Background: an optimization exercise with open tools, aiming at small area. Do not read the settings as production practice. No functional check of the RTL was part of this run. Power and IR drop assume default switching activity.

==> design/flow/design.v <==
module alu (
    input wire clk,
    input wire reset,
    input wire [3:0] opcode,
    input wire [15:0] operand_a,
    input wire [15:0] operand_b,
    output reg [15:0] result,
    output wire overflow_flag
);
  wire        sub = ~opcode[1] & (opcode[0] ^ opcode[2]);
  wire [15:0] bx = operand_b ^ {16{sub}};
  wire ap0 = operand_a[0] ^ bx[0];
  wire ag0 = operand_a[0] & bx[0];
  wire ap1 = operand_a[1] ^ bx[1];
  wire ag1 = operand_a[1] & bx[1];
  wire ap2 = operand_a[2] ^ bx[2];
  wire ag2 = operand_a[2] & bx[2];
  wire ap3 = operand_a[3] ^ bx[3];
  wire ag3 = operand_a[3] & bx[3];
  wire ap4 = operand_a[4] ^ bx[4];
  wire ag4 = operand_a[4] & bx[4];
  wire ap5 = operand_a[5] ^ bx[5];
  wire ag5 = operand_a[5] & bx[5];
  wire ap6 = operand_a[6] ^ bx[6];
  wire ag6 = operand_a[6] & bx[6];
  wire ap7 = operand_a[7] ^ bx[7];
  wire ag7 = operand_a[7] & bx[7];
  wire ap8 = operand_a[8] ^ bx[8];
  wire ag8 = operand_a[8] & bx[8];
  wire ap9 = operand_a[9] ^ bx[9];
  wire ag9 = operand_a[9] & bx[9];
  wire ap10 = operand_a[10] ^ bx[10];
  wire ag10 = operand_a[10] & bx[10];
  wire ap11 = operand_a[11] ^ bx[11];
  wire ag11 = operand_a[11] & bx[11];
  wire ap12 = operand_a[12] ^ bx[12];
  wire ag12 = operand_a[12] & bx[12];
  wire ap13 = operand_a[13] ^ bx[13];
  wire ag13 = operand_a[13] & bx[13];
  wire ap14 = operand_a[14] ^ bx[14];
  wire ag14 = operand_a[14] & bx[14];
  wire ap15 = operand_a[15] ^ bx[15];
  wire ag15 = operand_a[15] & bx[15];
  wire agc0 = ag0 | (ap0 & sub);
  wire aG1_1 = ag1 | (ap1 & agc0);
  wire aG1_2 = ag2 | (ap2 & ag1);
  wire aP1_2 = ap2 & ap1;
  wire aG1_3 = ag3 | (ap3 & ag2);
  wire aP1_3 = ap3 & ap2;
  wire aG1_4 = ag4 | (ap4 & ag3);
  wire aP1_4 = ap4 & ap3;
  wire aG1_5 = ag5 | (ap5 & ag4);
  wire aP1_5 = ap5 & ap4;
  wire aG1_6 = ag6 | (ap6 & ag5);
  wire aP1_6 = ap6 & ap5;
  wire aG1_7 = ag7 | (ap7 & ag6);
  wire aP1_7 = ap7 & ap6;
  wire aG1_8 = ag8 | (ap8 & ag7);
  wire aP1_8 = ap8 & ap7;
  wire aG1_9 = ag9 | (ap9 & ag8);
  wire aP1_9 = ap9 & ap8;
  wire aG1_10 = ag10 | (ap10 & ag9);
  wire aP1_10 = ap10 & ap9;
  wire aG1_11 = ag11 | (ap11 & ag10);
  wire aP1_11 = ap11 & ap10;
  wire aG1_12 = ag12 | (ap12 & ag11);
  wire aP1_12 = ap12 & ap11;
  wire aG1_13 = ag13 | (ap13 & ag12);
  wire aP1_13 = ap13 & ap12;
  wire aG1_14 = ag14 | (ap14 & ag13);
  wire aP1_14 = ap14 & ap13;
  wire aG1_15 = ag15 | (ap15 & ag14);
  wire aP1_15 = ap15 & ap14;
  wire aG2_2 = aG1_2 | (aP1_2 & agc0);
  wire aG2_3 = aG1_3 | (aP1_3 & aG1_1);
  wire aG2_4 = aG1_4 | (aP1_4 & aG1_2);
  wire aP2_4 = aP1_4 & aP1_2;
  wire aG2_5 = aG1_5 | (aP1_5 & aG1_3);
  wire aP2_5 = aP1_5 & aP1_3;
  wire aG2_6 = aG1_6 | (aP1_6 & aG1_4);
  wire aP2_6 = aP1_6 & aP1_4;
  wire aG2_7 = aG1_7 | (aP1_7 & aG1_5);
  wire aP2_7 = aP1_7 & aP1_5;
  wire aG2_8 = aG1_8 | (aP1_8 & aG1_6);
  wire aP2_8 = aP1_8 & aP1_6;
  wire aG2_9 = aG1_9 | (aP1_9 & aG1_7);
  wire aP2_9 = aP1_9 & aP1_7;
  wire aG2_10 = aG1_10 | (aP1_10 & aG1_8);
  wire aP2_10 = aP1_10 & aP1_8;
  wire aG2_11 = aG1_11 | (aP1_11 & aG1_9);
  wire aP2_11 = aP1_11 & aP1_9;
  wire aG2_12 = aG1_12 | (aP1_12 & aG1_10);
  wire aP2_12 = aP1_12 & aP1_10;
  wire aG2_13 = aG1_13 | (aP1_13 & aG1_11);
  wire aP2_13 = aP1_13 & aP1_11;
  wire aG2_14 = aG1_14 | (aP1_14 & aG1_12);
  wire aP2_14 = aP1_14 & aP1_12;
  wire aG2_15 = aG1_15 | (aP1_15 & aG1_13);
  wire aP2_15 = aP1_15 & aP1_13;
  wire aG3_4 = aG2_4 | (aP2_4 & agc0);
  wire aG3_5 = aG2_5 | (aP2_5 & aG1_1);
  wire aG3_6 = aG2_6 | (aP2_6 & aG2_2);
  wire aG3_7 = aG2_7 | (aP2_7 & aG2_3);
  wire aG3_8 = aG2_8 | (aP2_8 & aG2_4);
  wire aP3_8 = aP2_8 & aP2_4;
  wire aG3_9 = aG2_9 | (aP2_9 & aG2_5);
  wire aP3_9 = aP2_9 & aP2_5;
  wire aG3_10 = aG2_10 | (aP2_10 & aG2_6);
  wire aP3_10 = aP2_10 & aP2_6;
  wire aG3_11 = aG2_11 | (aP2_11 & aG2_7);
  wire aP3_11 = aP2_11 & aP2_7;
  wire aG3_12 = aG2_12 | (aP2_12 & aG2_8);
  wire aP3_12 = aP2_12 & aP2_8;
  wire aG3_13 = aG2_13 | (aP2_13 & aG2_9);
  wire aP3_13 = aP2_13 & aP2_9;
  wire aG3_14 = aG2_14 | (aP2_14 & aG2_10);
  wire aP3_14 = aP2_14 & aP2_10;
  wire aG3_15 = aG2_15 | (aP2_15 & aG2_11);
  wire aP3_15 = aP2_15 & aP2_11;
  wire aG4_8 = aG3_8 | (aP3_8 & agc0);
  wire aG4_9 = aG3_9 | (aP3_9 & aG1_1);
  wire aG4_10 = aG3_10 | (aP3_10 & aG2_2);
  wire aG4_11 = aG3_11 | (aP3_11 & aG2_3);
  wire aG4_12 = aG3_12 | (aP3_12 & aG3_4);
  wire aG4_13 = aG3_13 | (aP3_13 & aG3_5);
  wire aG4_14 = aG3_14 | (aP3_14 & aG3_6);
  wire aG4_15 = aG3_15 | (aP3_15 & aG3_7);
  wire as0 = ap0 ^ sub;
  wire as1 = ap1 ^ agc0;
  wire as2 = ap2 ^ aG1_1;
  wire as3 = ap3 ^ aG2_2;
  wire as4 = ap4 ^ aG2_3;
  wire as5 = ap5 ^ aG3_4;
  wire as6 = ap6 ^ aG3_5;
  wire as7 = ap7 ^ aG3_6;
  wire as8 = ap8 ^ aG3_7;
  wire as9 = ap9 ^ aG4_8;
  wire as10 = ap10 ^ aG4_9;
  wire as11 = ap11 ^ aG4_10;
  wire as12 = ap12 ^ aG4_11;
  wire as13 = ap13 ^ aG4_12;
  wire as14 = ap14 ^ aG4_13;
  wire as15 = ap15 ^ aG4_14;
  wire [16:0] sum = {aG4_15, as15, as14, as13, as12, as11, as10, as9, as8, as7, as6, as5, as4, as3, as2, as1, as0};
  wire [15:0] ap = {ap15, ap14, ap13, ap12, ap11, ap10, ap9, ap8, ap7, ap6, ap5, ap4, ap3, ap2, ap1, ap0};
  wire [15:0] ag = {ag15, ag14, ag13, ag12, ag11, ag10, ag9, ag8, ag7, ag6, ag5, ag4, ag3, ag2, ag1, ag0};
  wire        ovf = (operand_a[15] == bx[15]) & (sum[15] != operand_a[15]);
  wire        lt = ~sum[16];
  assign overflow_flag = (opcode[3:1] == 3'b000) ? ovf :
                         (opcode == 4'b0100) ? lt : 1'b0;
  wire [15:0] mul;
  wire        is_sh = opcode[2] & opcode[1];
  wire        is_shr = is_sh & opcode[0];
  wire [15:0] onehot = 16'd1 << operand_b[3:0];
  wire [15:0] arev, mrev;
  genvar gi;
  generate for (gi = 0; gi < 16; gi = gi + 1) begin : g_rev
    assign arev[gi] = operand_a[15 - gi];
    assign mrev[gi] = mul[15 - gi];
  end endgenerate
  wire [15:0] ma = is_shr ? arev : operand_a;
  wire [15:0] mb = is_sh ? onehot : operand_b;
  wire pp0_0 = ma[0] & mb[0];
  wire pp0_1 = ma[0] & mb[1];
  wire pp0_2 = ma[0] & mb[2];
  wire pp0_3 = ma[0] & mb[3];
  wire pp0_4 = ma[0] & mb[4];
  wire pp0_5 = ma[0] & mb[5];
  wire pp0_6 = ma[0] & mb[6];
  wire pp0_7 = ma[0] & mb[7];
  wire pp0_8 = ma[0] & mb[8];
  wire pp0_9 = ma[0] & mb[9];
  wire pp0_10 = ma[0] & mb[10];
  wire pp0_11 = ma[0] & mb[11];
  wire pp0_12 = ma[0] & mb[12];
  wire pp0_13 = ma[0] & mb[13];
  wire pp0_14 = ma[0] & mb[14];
  wire pp0_15 = ma[0] & mb[15];
  wire pp1_0 = ma[1] & mb[0];
  wire pp1_1 = ma[1] & mb[1];
  wire pp1_2 = ma[1] & mb[2];
  wire pp1_3 = ma[1] & mb[3];
  wire pp1_4 = ma[1] & mb[4];
  wire pp1_5 = ma[1] & mb[5];
  wire pp1_6 = ma[1] & mb[6];
  wire pp1_7 = ma[1] & mb[7];
  wire pp1_8 = ma[1] & mb[8];
  wire pp1_9 = ma[1] & mb[9];
  wire pp1_10 = ma[1] & mb[10];
  wire pp1_11 = ma[1] & mb[11];
  wire pp1_12 = ma[1] & mb[12];
  wire pp1_13 = ma[1] & mb[13];
  wire pp1_14 = ma[1] & mb[14];
  wire pp2_0 = ma[2] & mb[0];
  wire pp2_1 = ma[2] & mb[1];
  wire pp2_2 = ma[2] & mb[2];
  wire pp2_3 = ma[2] & mb[3];
  wire pp2_4 = ma[2] & mb[4];
  wire pp2_5 = ma[2] & mb[5];
  wire pp2_6 = ma[2] & mb[6];
  wire pp2_7 = ma[2] & mb[7];
  wire pp2_8 = ma[2] & mb[8];
  wire pp2_9 = ma[2] & mb[9];
  wire pp2_10 = ma[2] & mb[10];
  wire pp2_11 = ma[2] & mb[11];
  wire pp2_12 = ma[2] & mb[12];
  wire pp2_13 = ma[2] & mb[13];
  wire pp3_0 = ma[3] & mb[0];
  wire pp3_1 = ma[3] & mb[1];
  wire pp3_2 = ma[3] & mb[2];
  wire pp3_3 = ma[3] & mb[3];
  wire pp3_4 = ma[3] & mb[4];
  wire pp3_5 = ma[3] & mb[5];
  wire pp3_6 = ma[3] & mb[6];
  wire pp3_7 = ma[3] & mb[7];
  wire pp3_8 = ma[3] & mb[8];
  wire pp3_9 = ma[3] & mb[9];
  wire pp3_10 = ma[3] & mb[10];
  wire pp3_11 = ma[3] & mb[11];
  wire pp3_12 = ma[3] & mb[12];
  wire pp4_0 = ma[4] & mb[0];
  wire pp4_1 = ma[4] & mb[1];
  wire pp4_2 = ma[4] & mb[2];
  wire pp4_3 = ma[4] & mb[3];
  wire pp4_4 = ma[4] & mb[4];
  wire pp4_5 = ma[4] & mb[5];
  wire pp4_6 = ma[4] & mb[6];
  wire pp4_7 = ma[4] & mb[7];
  wire pp4_8 = ma[4] & mb[8];
  wire pp4_9 = ma[4] & mb[9];
  wire pp4_10 = ma[4] & mb[10];
  wire pp4_11 = ma[4] & mb[11];
  wire pp5_0 = ma[5] & mb[0];
  wire pp5_1 = ma[5] & mb[1];
  wire pp5_2 = ma[5] & mb[2];
  wire pp5_3 = ma[5] & mb[3];
  wire pp5_4 = ma[5] & mb[4];
  wire pp5_5 = ma[5] & mb[5];
  wire pp5_6 = ma[5] & mb[6];
  wire pp5_7 = ma[5] & mb[7];
  wire pp5_8 = ma[5] & mb[8];
  wire pp5_9 = ma[5] & mb[9];
  wire pp5_10 = ma[5] & mb[10];
  wire pp6_0 = ma[6] & mb[0];
  wire pp6_1 = ma[6] & mb[1];
  wire pp6_2 = ma[6] & mb[2];
  wire pp6_3 = ma[6] & mb[3];
  wire pp6_4 = ma[6] & mb[4];
  wire pp6_5 = ma[6] & mb[5];
  wire pp6_6 = ma[6] & mb[6];
  wire pp6_7 = ma[6] & mb[7];
  wire pp6_8 = ma[6] & mb[8];
  wire pp6_9 = ma[6] & mb[9];
  wire pp7_0 = ma[7] & mb[0];
  wire pp7_1 = ma[7] & mb[1];
  wire pp7_2 = ma[7] & mb[2];
  wire pp7_3 = ma[7] & mb[3];
  wire pp7_4 = ma[7] & mb[4];
  wire pp7_5 = ma[7] & mb[5];
  wire pp7_6 = ma[7] & mb[6];
  wire pp7_7 = ma[7] & mb[7];
  wire pp7_8 = ma[7] & mb[8];
  wire pp8_0 = ma[8] & mb[0];
  wire pp8_1 = ma[8] & mb[1];
  wire pp8_2 = ma[8] & mb[2];
  wire pp8_3 = ma[8] & mb[3];
  wire pp8_4 = ma[8] & mb[4];
  wire pp8_5 = ma[8] & mb[5];
  wire pp8_6 = ma[8] & mb[6];
  wire pp8_7 = ma[8] & mb[7];
  wire pp9_0 = ma[9] & mb[0];
  wire pp9_1 = ma[9] & mb[1];
  wire pp9_2 = ma[9] & mb[2];
  wire pp9_3 = ma[9] & mb[3];
  wire pp9_4 = ma[9] & mb[4];
  wire pp9_5 = ma[9] & mb[5];
  wire pp9_6 = ma[9] & mb[6];
  wire pp10_0 = ma[10] & mb[0];
  wire pp10_1 = ma[10] & mb[1];
  wire pp10_2 = ma[10] & mb[2];
  wire pp10_3 = ma[10] & mb[3];
  wire pp10_4 = ma[10] & mb[4];
  wire pp10_5 = ma[10] & mb[5];
  wire pp11_0 = ma[11] & mb[0];
  wire pp11_1 = ma[11] & mb[1];
  wire pp11_2 = ma[11] & mb[2];
  wire pp11_3 = ma[11] & mb[3];
  wire pp11_4 = ma[11] & mb[4];
  wire pp12_0 = ma[12] & mb[0];
  wire pp12_1 = ma[12] & mb[1];
  wire pp12_2 = ma[12] & mb[2];
  wire pp12_3 = ma[12] & mb[3];
  wire pp13_0 = ma[13] & mb[0];
  wire pp13_1 = ma[13] & mb[1];
  wire pp13_2 = ma[13] & mb[2];
  wire pp14_0 = ma[14] & mb[0];
  wire pp14_1 = ma[14] & mb[1];
  wire pp15_0 = ma[15] & mb[0];
  wire s1, c2;
  ha_cell us1 (.a(pp0_13), .b(pp10_3), .s(s1), .co(c2));
  wire s3, c4;
  fa_cell us3 (.a(pp0_14), .b(pp10_4), .c(pp11_3), .s(s3), .co(c4));
  wire s5, c6;
  ha_cell us5 (.a(pp12_2), .b(pp13_1), .s(s5), .co(c6));
  wire s7, c8;
  ha_cell us7 (.a(pp0_9), .b(pp1_8), .s(s7), .co(c8));
  wire s9, c10;
  fa_cell us9 (.a(pp0_10), .b(pp10_0), .c(pp1_9), .s(s9), .co(c10));
  wire s11, c12;
  ha_cell us11 (.a(pp2_8), .b(pp3_7), .s(s11), .co(c12));
  wire s13, c14;
  fa_cell us13 (.a(pp0_11), .b(pp10_1), .c(pp11_0), .s(s13), .co(c14));
  wire s15, c16;
  fa_cell us15 (.a(pp1_10), .b(pp2_9), .c(pp3_8), .s(s15), .co(c16));
  wire s17, c18;
  ha_cell us17 (.a(pp4_7), .b(pp5_6), .s(s17), .co(c18));
  wire s19, c20;
  fa_cell us19 (.a(pp0_12), .b(pp10_2), .c(pp11_1), .s(s19), .co(c20));
  wire s21, c22;
  fa_cell us21 (.a(pp12_0), .b(pp1_11), .c(pp2_10), .s(s21), .co(c22));
  wire s23, c24;
  fa_cell us23 (.a(pp3_9), .b(pp4_8), .c(pp5_7), .s(s23), .co(c24));
  wire s25, c26;
  ha_cell us25 (.a(pp6_6), .b(pp7_5), .s(s25), .co(c26));
  wire s27, c28;
  fa_cell us27 (.a(pp11_2), .b(pp12_1), .c(pp13_0), .s(s27), .co(c28));
  wire s29, c30;
  fa_cell us29 (.a(pp1_12), .b(pp2_11), .c(pp3_10), .s(s29), .co(c30));
  wire s31, c32;
  fa_cell us31 (.a(pp4_9), .b(pp5_8), .c(pp6_7), .s(s31), .co(c32));
  wire s33, c34;
  fa_cell us33 (.a(pp7_6), .b(pp8_5), .c(pp9_4), .s(s33), .co(c34));
  wire s35, c36;
  fa_cell us35 (.a(pp14_0), .b(pp1_13), .c(pp2_12), .s(s35), .co(c36));
  wire s37, c38;
  fa_cell us37 (.a(pp3_11), .b(pp4_10), .c(pp5_9), .s(s37), .co(c38));
  wire s39, c40;
  fa_cell us39 (.a(pp6_8), .b(pp7_7), .c(pp8_6), .s(s39), .co(c40));
  wire s41, c42;
  fa_cell us41 (.a(pp9_5), .b(c2), .c(s5), .s(s41), .co(c42));
  wire s43, c44;
  ha_cell us43 (.a(pp0_6), .b(pp1_5), .s(s43), .co(c44));
  wire s45, c46;
  fa_cell us45 (.a(pp0_7), .b(pp1_6), .c(pp2_5), .s(s45), .co(c46));
  wire s47, c48;
  ha_cell us47 (.a(pp3_4), .b(pp4_3), .s(s47), .co(c48));
  wire s49, c50;
  fa_cell us49 (.a(pp0_8), .b(pp1_7), .c(pp2_6), .s(s49), .co(c50));
  wire s51, c52;
  fa_cell us51 (.a(pp3_5), .b(pp4_4), .c(pp5_3), .s(s51), .co(c52));
  wire s53, c54;
  ha_cell us53 (.a(pp6_2), .b(pp7_1), .s(s53), .co(c54));
  wire s55, c56;
  fa_cell us55 (.a(pp2_7), .b(pp3_6), .c(pp4_5), .s(s55), .co(c56));
  wire s57, c58;
  fa_cell us57 (.a(pp5_4), .b(pp6_3), .c(pp7_2), .s(s57), .co(c58));
  wire s59, c60;
  fa_cell us59 (.a(pp8_1), .b(pp9_0), .c(s7), .s(s59), .co(c60));
  wire s61, c62;
  fa_cell us61 (.a(pp4_6), .b(pp5_5), .c(pp6_4), .s(s61), .co(c62));
  wire s63, c64;
  fa_cell us63 (.a(pp7_3), .b(pp8_2), .c(pp9_1), .s(s63), .co(c64));
  wire s65, c66;
  fa_cell us65 (.a(c8), .b(s11), .c(s9), .s(s65), .co(c66));
  wire s67, c68;
  fa_cell us67 (.a(pp6_5), .b(pp7_4), .c(pp8_3), .s(s67), .co(c68));
  wire s69, c70;
  fa_cell us69 (.a(pp9_2), .b(c12), .c(s17), .s(s69), .co(c70));
  wire s71, c72;
  fa_cell us71 (.a(c10), .b(s13), .c(s15), .s(s71), .co(c72));
  wire s73, c74;
  fa_cell us73 (.a(pp8_4), .b(pp9_3), .c(c18), .s(s73), .co(c74));
  wire s75, c76;
  fa_cell us75 (.a(s25), .b(c14), .c(c16), .s(s75), .co(c76));
  wire s77, c78;
  fa_cell us77 (.a(s19), .b(s21), .c(s23), .s(s77), .co(c78));
  wire s79, c80;
  fa_cell us79 (.a(c26), .b(s1), .c(c20), .s(s79), .co(c80));
  wire s81, c82;
  fa_cell us81 (.a(c22), .b(c24), .c(s27), .s(s81), .co(c82));
  wire s83, c84;
  fa_cell us83 (.a(s29), .b(s31), .c(s33), .s(s83), .co(c84));
  wire s85, c86;
  fa_cell us85 (.a(c28), .b(c30), .c(c32), .s(s85), .co(c86));
  wire s87, c88;
  fa_cell us87 (.a(c34), .b(s3), .c(s35), .s(s87), .co(c88));
  wire s89, c90;
  fa_cell us89 (.a(s37), .b(s39), .c(s41), .s(s89), .co(c90));
  wire s91, c92;
  ha_cell us91 (.a(pp0_4), .b(pp1_3), .s(s91), .co(c92));
  wire s93, c94;
  fa_cell us93 (.a(pp0_5), .b(pp1_4), .c(pp2_3), .s(s93), .co(c94));
  wire s95, c96;
  ha_cell us95 (.a(pp3_2), .b(pp4_1), .s(s95), .co(c96));
  wire s97, c98;
  fa_cell us97 (.a(pp2_4), .b(pp3_3), .c(pp4_2), .s(s97), .co(c98));
  wire s99, c100;
  fa_cell us99 (.a(pp5_1), .b(pp6_0), .c(s43), .s(s99), .co(c100));
  wire s101, c102;
  fa_cell us101 (.a(pp5_2), .b(pp6_1), .c(pp7_0), .s(s101), .co(c102));
  wire s103, c104;
  fa_cell us103 (.a(c44), .b(s47), .c(s45), .s(s103), .co(c104));
  wire s105, c106;
  fa_cell us105 (.a(pp8_0), .b(c48), .c(s53), .s(s105), .co(c106));
  wire s107, c108;
  fa_cell us107 (.a(c46), .b(s49), .c(s51), .s(s107), .co(c108));
  wire s109, c110;
  fa_cell us109 (.a(c54), .b(c50), .c(c52), .s(s109), .co(c110));
  wire s111, c112;
  fa_cell us111 (.a(s55), .b(s57), .c(s59), .s(s111), .co(c112));
  wire s113, c114;
  fa_cell us113 (.a(c56), .b(c58), .c(s61), .s(s113), .co(c114));
  wire s115, c116;
  fa_cell us115 (.a(s63), .b(c60), .c(s65), .s(s115), .co(c116));
  wire s117, c118;
  fa_cell us117 (.a(c62), .b(c64), .c(s67), .s(s117), .co(c118));
  wire s119, c120;
  fa_cell us119 (.a(s69), .b(c66), .c(s71), .s(s119), .co(c120));
  wire s121, c122;
  fa_cell us121 (.a(c68), .b(c70), .c(s73), .s(s121), .co(c122));
  wire s123, c124;
  fa_cell us123 (.a(c72), .b(s75), .c(s77), .s(s123), .co(c124));
  wire s125, c126;
  fa_cell us125 (.a(c74), .b(c76), .c(c78), .s(s125), .co(c126));
  wire s127, c128;
  fa_cell us127 (.a(s79), .b(s81), .c(s83), .s(s127), .co(c128));
  wire s129, c130;
  fa_cell us129 (.a(c80), .b(c82), .c(c84), .s(s129), .co(c130));
  wire s131, c132;
  fa_cell us131 (.a(s85), .b(s87), .c(s89), .s(s131), .co(c132));
  wire s133, c134;
  ha_cell us133 (.a(pp0_3), .b(pp1_2), .s(s133), .co(c134));
  wire s135, c136;
  fa_cell us135 (.a(pp2_2), .b(pp3_1), .c(pp4_0), .s(s135), .co(c136));
  wire s137, c138;
  fa_cell us137 (.a(pp5_0), .b(c92), .c(s95), .s(s137), .co(c138));
  wire s139, c140;
  fa_cell us139 (.a(c96), .b(c94), .c(s97), .s(s139), .co(c140));
  wire s141, c142;
  fa_cell us141 (.a(c98), .b(s101), .c(c100), .s(s141), .co(c142));
  wire s143, c144;
  fa_cell us143 (.a(c102), .b(s105), .c(c104), .s(s143), .co(c144));
  wire s145, c146;
  fa_cell us145 (.a(c106), .b(c108), .c(s109), .s(s145), .co(c146));
  wire s147, c148;
  fa_cell us147 (.a(c110), .b(s113), .c(c112), .s(s147), .co(c148));
  wire s149, c150;
  fa_cell us149 (.a(c114), .b(s117), .c(c116), .s(s149), .co(c150));
  wire s151, c152;
  fa_cell us151 (.a(c118), .b(s121), .c(c120), .s(s151), .co(c152));
  wire s153, c154;
  fa_cell us153 (.a(c122), .b(c124), .c(s125), .s(s153), .co(c154));
  wire s155, c156;
  fa_cell us155 (.a(c126), .b(c128), .c(s129), .s(s155), .co(c156));
  wire s157, c158;
  ha_cell us157 (.a(pp0_2), .b(pp1_1), .s(s157), .co(c158));
  wire s159, c160;
  fa_cell us159 (.a(pp2_1), .b(pp3_0), .c(s133), .s(s159), .co(c160));
  wire s161, c162;
  fa_cell us161 (.a(c134), .b(s91), .c(s135), .s(s161), .co(c162));
  wire s163, c164;
  fa_cell us163 (.a(c136), .b(s93), .c(s137), .s(s163), .co(c164));
  wire s165, c166;
  fa_cell us165 (.a(c138), .b(s99), .c(s139), .s(s165), .co(c166));
  wire s167, c168;
  fa_cell us167 (.a(c140), .b(s103), .c(s141), .s(s167), .co(c168));
  wire s169, c170;
  fa_cell us169 (.a(s107), .b(c142), .c(s143), .s(s169), .co(c170));
  wire s171, c172;
  fa_cell us171 (.a(s111), .b(c144), .c(s145), .s(s171), .co(c172));
  wire s173, c174;
  fa_cell us173 (.a(c146), .b(s115), .c(s147), .s(s173), .co(c174));
  wire s175, c176;
  fa_cell us175 (.a(s119), .b(c148), .c(s149), .s(s175), .co(c176));
  wire s177, c178;
  fa_cell us177 (.a(s123), .b(c150), .c(s151), .s(s177), .co(c178));
  wire s179, c180;
  fa_cell us179 (.a(s127), .b(c152), .c(s153), .s(s179), .co(c180));
  wire s181, c182;
  fa_cell us181 (.a(s131), .b(c154), .c(s155), .s(s181), .co(c182));
  wire x183 = pp0_15 ^ pp10_5;
  wire x184 = pp11_4 ^ pp12_3;
  wire x185 = pp13_2 ^ pp14_1;
  wire x186 = pp15_0 ^ pp1_14;
  wire x187 = pp2_13 ^ pp3_12;
  wire x188 = pp4_11 ^ pp5_10;
  wire x189 = pp6_9 ^ pp7_8;
  wire x190 = pp8_7 ^ pp9_6;
  wire x191 = x183 ^ x184;
  wire x192 = x185 ^ x186;
  wire x193 = x187 ^ x188;
  wire x194 = x189 ^ x190;
  wire x195 = c6 ^ x191;
  wire x196 = x192 ^ x193;
  wire x197 = x194 ^ c36;
  wire x198 = c38 ^ c4;
  wire x199 = c40 ^ x195;
  wire x200 = x196 ^ x197;
  wire x201 = x198 ^ c42;
  wire x202 = x199 ^ x200;
  wire x203 = c86 ^ x201;
  wire x204 = c88 ^ x202;
  wire x205 = x203 ^ x204;
  wire x206 = c90 ^ x205;
  wire x207 = c130 ^ x206;
  wire x208 = x207 ^ c132;
  wire x209 = c156 ^ x208;
  wire [14:0] fsum = {c182, c180, c178, c176, c174, c172, c170, c168, c166, c164, c162, c160, c158, pp2_0, pp0_1} + {x209, s181, s179, s177, s175, s173, s171, s169, s167, s165, s163, s161, s159, s157, pp1_0};
  assign mul = {fsum[14], fsum[13], fsum[12], fsum[11], fsum[10], fsum[9], fsum[8], fsum[7], fsum[6], fsum[5], fsum[4], fsum[3], fsum[2], fsum[1], fsum[0], pp0_0};
  always @(posedge clk or posedge reset) begin
    if (reset) begin
      result <= 16'h0000;
    end else begin
      case (opcode)
        4'b0000: result <= sum[15:0];
        4'b0001: result <= sum[15:0];
        4'b0010: result <= mul;
        4'b0011: result <= ag;
        4'b0100: result <= ~ap | operand_a;
        4'b0101: result <= ap;
        4'b0110: result <= mul;
        4'b0111: result <= mrev;
        default: result <= 16'h0000;
      endcase
    end
  end
endmodule
module fa_cell (input wire a, input wire b, input wire c, output wire s, output wire co);
  assign s = a ^ b ^ c;
  assign co = (a & b) | (a & c) | (b & c);
endmodule
module ha_cell (input wire a, input wire b, output wire s, output wire co);
  assign s = a ^ b;
  assign co = a & b;
endmodule
module carry_p (input wire x, input wire y, input wire p, input wire ci, output wire con);
  assign con = ~((x & y) | (p & ci));
endmodule
module carry_n (input wire x, input wire y, input wire cin, output wire co);
  assign co = ~(~(x & y) & (~(x | y) | cin));
endmodule
==> design/flow/flow/run.sh <==
#!/bin/bash
# Layout flow: the standard flow (standard.sh), with two changes:
#  - synthesis is the standard synthesis script, except that the final ABC
#    mapping uses an area-oriented script (flow/abc_area.script) instead of
#    ORFS's delay-oriented one; timing is then repaired by OpenROAD as usual.
#  - port buffers are sky130_fd_sc_hd__buf_1 instead of the default choice.
# Each tool's output goes to a log file in this folder.
set -euo pipefail
W=$(pwd)
ABC=$W/flow/abc_area.script
# synthesis script: ORFS synth.tcl with the abc script swapped
sed "s#^  log_cmd abc {\*}\$abc_args#  lset abc_args 1 $ABC\n  log_cmd abc {*}\$abc_args#" \
  "$FLOW_HOME/scripts/synth.tcl" > "$W/synth_area.tcl"
grep -q "lset abc_args 1" "$W/synth_area.tcl"
sed "s#^source .*synth.tcl\$#source $W/synth_area.tcl#" "$W/synth_recipe.tcl" > "$W/synth_recipe_area.tcl"
grep -q "synth_area.tcl" "$W/synth_recipe_area.tcl"
bash standard.sh SYNTH_SCRIPT="$W/synth_recipe_area.tcl" \
  BUFFER_PORTS_ARGS="-buffer_cell sky130_fd_sc_hd__buf_1" finish > "$W/standard.log" 2>&1
==> design/flow/flow/abc_area.script <==
&get -n
&st
&dch
&nf -R 1000
&put
topo
stime -c
==> design/flow/standard.sh <==
#!/bin/bash
# synth_recipe.tcl (not shown) runs the flow's synth.tcl, then flattens the netlist and writes it again
# the make line also repeats each setting of config.mk as NAME=value (left out here)
make -C /OpenROAD-flow-scripts/flow DESIGN_CONFIG=/design/flow/config.mk WORK_HOME=/design/flow/orfs CLKGATE_MAP_FILE= SYNTH_SCRIPT=/design/flow/synth_recipe.tcl "${@:-finish}"
==> design/flow/config.mk <==
export PLATFORM = sky130hd
export DESIGN_NAME = alu
export DESIGN_NICKNAME = alu
export VERILOG_FILES = /design/flow/design.v
export SDC_FILE = /design/flow/constraint.sdc
export NUM_CORES = 4
export LEC_CHECK = 0
export CAP_MARGIN = 20
export CORE_MARGIN = 2
export CORE_UTILIZATION = 65
export CTS_BUF_LIST = sky130_fd_sc_hd__clkbuf_4
export GPL_TIMING_DRIVEN = 0
export SLEW_MARGIN = 20
export SYNTH_HIERARCHICAL = 1
export SYNTH_MINIMUM_KEEP_SIZE = 0
==> design/flow/constraint.sdc <==
create_clock -name core_clock -period 6.5 [get_ports {clk}]
set_input_delay 1.3000 -clock core_clock [delete_from_list [all_inputs] [get_ports {clk}]]
set_output_delay 1.3000 -clock core_clock [all_outputs]
set_load 0.01 [all_outputs]
==> run summary <==
==> cells by family (layout without fill, tap and decap cells) <==
group	count (synthesis)	count (layout)
AO/OA/AOI/OAI	107	107
XOR/XNOR	68	68
adder cells (fa/ha/maj)	139	139
buffers and inverters	28	143
flip-flops	16	16
multiplexers	15	16
AND/OR/NAND/NOR	252	256
==> per-stage QoR <==
step	setup TNS, ns	power (mW)	utilization [%]	setup WS (ns)	instances
finish	-0.0111	2.42	84.9	-0.0111	847
CTS	0	2.09	79.6	0.00180	822
floorplan	-0.0146	1.52	-	-0.0146	625
detailed placement	-15.52	1.98	73.6	-1.56	786
global route	-0.342	2.57	84.9	-0.0864	847
global placement	-13.87	1.93	72.9	-1.42	781
==> cells in the final DEF, fill, tap and decap left out, types with 8 or more instances in the layout <==
cell type / n
mux2i_4: 13
o21ai_0: 15
nand2_1: 28
buf_4: 51
ha_1: 59
o22ai_1: 8
dfrtp_1: 16
xor2_1: 22
nor2_1: 186
a21oi_1: 24
xnor2_1: 40
clkinv_1: 27
fa_1: 79
buf_1: 46
o221ai_1: 11
==> synth_stat cells, drive strengths merged <==
master / n / area [µm²]
o21bai: 2 / 15.0
a21oi: 27 / 135
nand2: 30 / 113
o2111ai: 1 / 8.76
xor2: 25 / 219
or2: 1 / 6.26
o211ai: 7 / 52.6
or3: 3 / 18.8
a2bb2oi: 1 / 8.76
a2111oi: 1 / 8.76
nand2b: 5 / 31.3
clkinv: 28 / 105
ha: 59 / 738
mux2i: 15 / 150
a21o: 7 / 52.6
nand3b: 1 / 7.51
or3b: 1 / 8.76
nor2: 191 / 717
a211oi: 4 / 30.0
nor3: 9 / 45.0
a211o: 2 / 17.5
nor4: 2 / 12.5
fa: 80 / 1600
o221ai: 11 / 96.3
o21ai: 22 / 110
o31ai: 3 / 22.5
and2: 1 / 6.26
a22oi: 9 / 67.6
o22ai: 8 / 50.1
dfrtp: 16 / 400
nor2b: 3 / 18.8
and3: 1 / 6.26
nand3: 3 / 15.0
nor3b: 1 / 7.51
a221oi: 2 / 17.5
xnor2: 43 / 377
==> modules after synthesis (local to each module, per instance) <==
| module | flops+latches | times used | cell area (µm²) |
|---|---|---|---|
| ha_cell | 0 | 13 | 12.5 |
| fa_cell | 0 | 78 | 20.0 |
| alu | 16 | 1 | 3570 |
==> routing by layer <==
layer  wire, µm  GRT usage, %  share of wire, %
met4        772          10.3               4.2
met2       8590          65.8                47
met5          0             0                 0
met1       6690          52.0                37
met3       2170          8.75                12
==> area by class of cell <==
cell class / instances / area (µm²)
tap: 102 / 128
clock inverter: 1 / 3.75
multi-input combinational: 586 / 5250
timing repair buffer: 111 / 718
inverter: 28 / 105
clock buffer: 3 / 22.5
sequential: 16 / 400
fill: 447 / 1180
==> what timing repair did <==
action	4_1_cts	5_1_grt
buffers inserted	31	21
gates cloned	1	4
hold endpoints to repair	0	0
pin swaps	4	16
hold buffers	0	0
setup endpoints to repair	15	9
gates resized for setup	32	46
==> report_power, final <==
| group | switching (mW) | internal [mW] | total (mW) |
|---|---|---|---|
| Sequential | 0.00900 | 0.139 | 0.148 |
| Combinational | 1.26 | 0.949 | 2.21 |
| Clock | 0.0340 | 0.0224 | 0.0564 |
| Total | 1.31 | 1.11 | 2.42 |
==> worst max-delay path, delay by kind of cell <==
| family | cells | cell delay, ns |
|---|---|---|
| xor+xnor | 1 | 0.27 |
| simple gates | 4 | 0.73 |
| buf+inv | 2 | 0.42 |
| fa+ha+maj | 5 | 1.92 |
| compound gates | 11 | 2.03 |
==> worst max-delay path by stage <==
stage / slack, ns / to / from / depth (start not counted)
floorplan: -0.01 / result[14] / opcode[2] / 18
global placement: -1.42 / result[15] / opcode[1] / 20
detailed placement: -1.56 / result[15] / opcode[1] / 20
CTS: 0.002 / result[14] / operand_b[2] / 23
global route: -0.09 / overflow_flag / opcode[2] / 28
finish: -0.01 / result[14] / operand_b[1] / 23
==> results.yml <==
run_status:
  status: "failed layout checks"
  so_faults: "negative setup slack"
synthesis:
  synthCells: 625
  yosysSeqAreaShare_pct: 7.56
  synth_top_family_by_area: "adder cells"
  syn_area_um2: 5300
  synth_xor_area_share_pct: 11.2
  yosysUniqueCellTypes: 36
  synth_compound_area_share_pct: 13.1
  ys_warn_count: 7
  synth_fp_nets: 802
  synthAdderAreaFrac_pct: 44.2
  synth_seq_cells: 16
  synth.area.mux_share_pct: 2.83
  synth_area_per_cell_um2: 8.48
  synthSimpleGateAreaFrac_pct: 19.1
sta:
  tightest_slew_ns: 1.28
  rsz0062_at_grt: "yes"
  setup_violations: 1
  fin_crit_ns: 6.51
  final-hold-violation-count: 0
  hold_ws_ns: 0.948
  relSlewSlack_pct: 14.5
  setup_slack_ns: -0.0111
  maxSlewViolCount: 0
  fmax_ghz: 0.154
  timing.final.crit_share_pct: 100
floorplanning:
  placementRows: 32
  die_height_um: 94.3
  die_w_um: 94.3
  initial_core_util_pct: 67.9
  core_um2: 7810
  dieArea_um2: 8890
  num_io_pins: 55
clocking:
  cts_tree: "built"
  root_buffer: "clkbuf_4"
  cts_buffers: 3
  htreeDepth: 1
  cts_num_sinks: 16
  clk_pin_slew_ns: 0.10
  clk_path_buf_depth: 2
setup_path:
  required_ns: 6.65
  crit_type: "primary input to flip-flop"
  critPathMaxFanout: 8
  cp_slowest_cell: "fa_1"
  path_cells: "clkbuf_2, nand2b_1, or2_0, o21ai_0, o21ai_2, buf_4, nor2_1, ha_1, fa_1, fa_1, fa_1, ha_1, o21ai_0, nand2b_1, a21o_1, a21oi_2, o31ai_2, a21o_1, a21o_1, xnor2_2, o221ai_1, a21oi_1, o21ai_0"
  critPathMaxStageDelay_ns: 0.52
  end_kind: "flip-flop"
  cp.arrival_ns: 6.66
  cp-start-kind: "primary input"
job:
  drv_cap: 0
routing:
  firstDrtPassIters: 6
  via_count: 5545
  wl_per_cell_um: 21.5
  drc_errors: 0
  totalWireLength_mm: 18.2
  ant_nets: 0
  drtIter0Drc: 565
  viasPerCell: 6.55
global_routing:
  grt_pass1_wl_mm: 26.8
  grt_pass1_vias: 5361
  grt_max_degree: 20
  antenna_found_initial: 0
  grt.overflow.total: 0
  grt_util_all_layers_pct: 39.4
placed_design:
  port_buffers: 54
  hpwl_mm: 12.0
  placed_cell_area_um2: 5750
  gp_congestion: 0.949
finish:
  num_antenna_cells: 0
  top_regs: "result: 16 flops"
  largest_reg_flops: 16
  regMostFlops: "result"
  layout-drive-gt1-share_pct: 16.6
  nets: 923
  area_growth_syn_to_layout_pct: 25.2
  fin_area_um2: 6630
power_and_ir_drop:
  ir_worst_vdd_v: 0.000343
  p_leak_nw: 2.99
  powerDensity_nw_per_um2: 364
hold_path:
  min_path_type: "primary input to asynchronous set/reset pin"

[separate check: timing with driven ports]
Ports are ideal in the flow. The routed layout listed here was re-timed in OpenROAD.
Step 1 assumes that a clkbuf_16 drives the clock port and a buf_2 every other input.
Step 2 times the ports against the registers' clock, not the clock port: input delays grow and output delays shrink by t, the midpoint of the rising clock arrivals with the driver on.
Three values: ideal, step 1, step 2; two values: the first two.
shift t [ns]: 0.318
slack for setup (ns): -0.011 / -0.009 / -0.327
clock arrival spread, ns: 0.007 / 0.007
worst register clock-pin slew, ns: 0.10 / 0.10
cell pins on the clock port's net: 1
For this run, drivers alone change the setup slack by +0.002 ns; drivers and shift together by -0.316 ns.
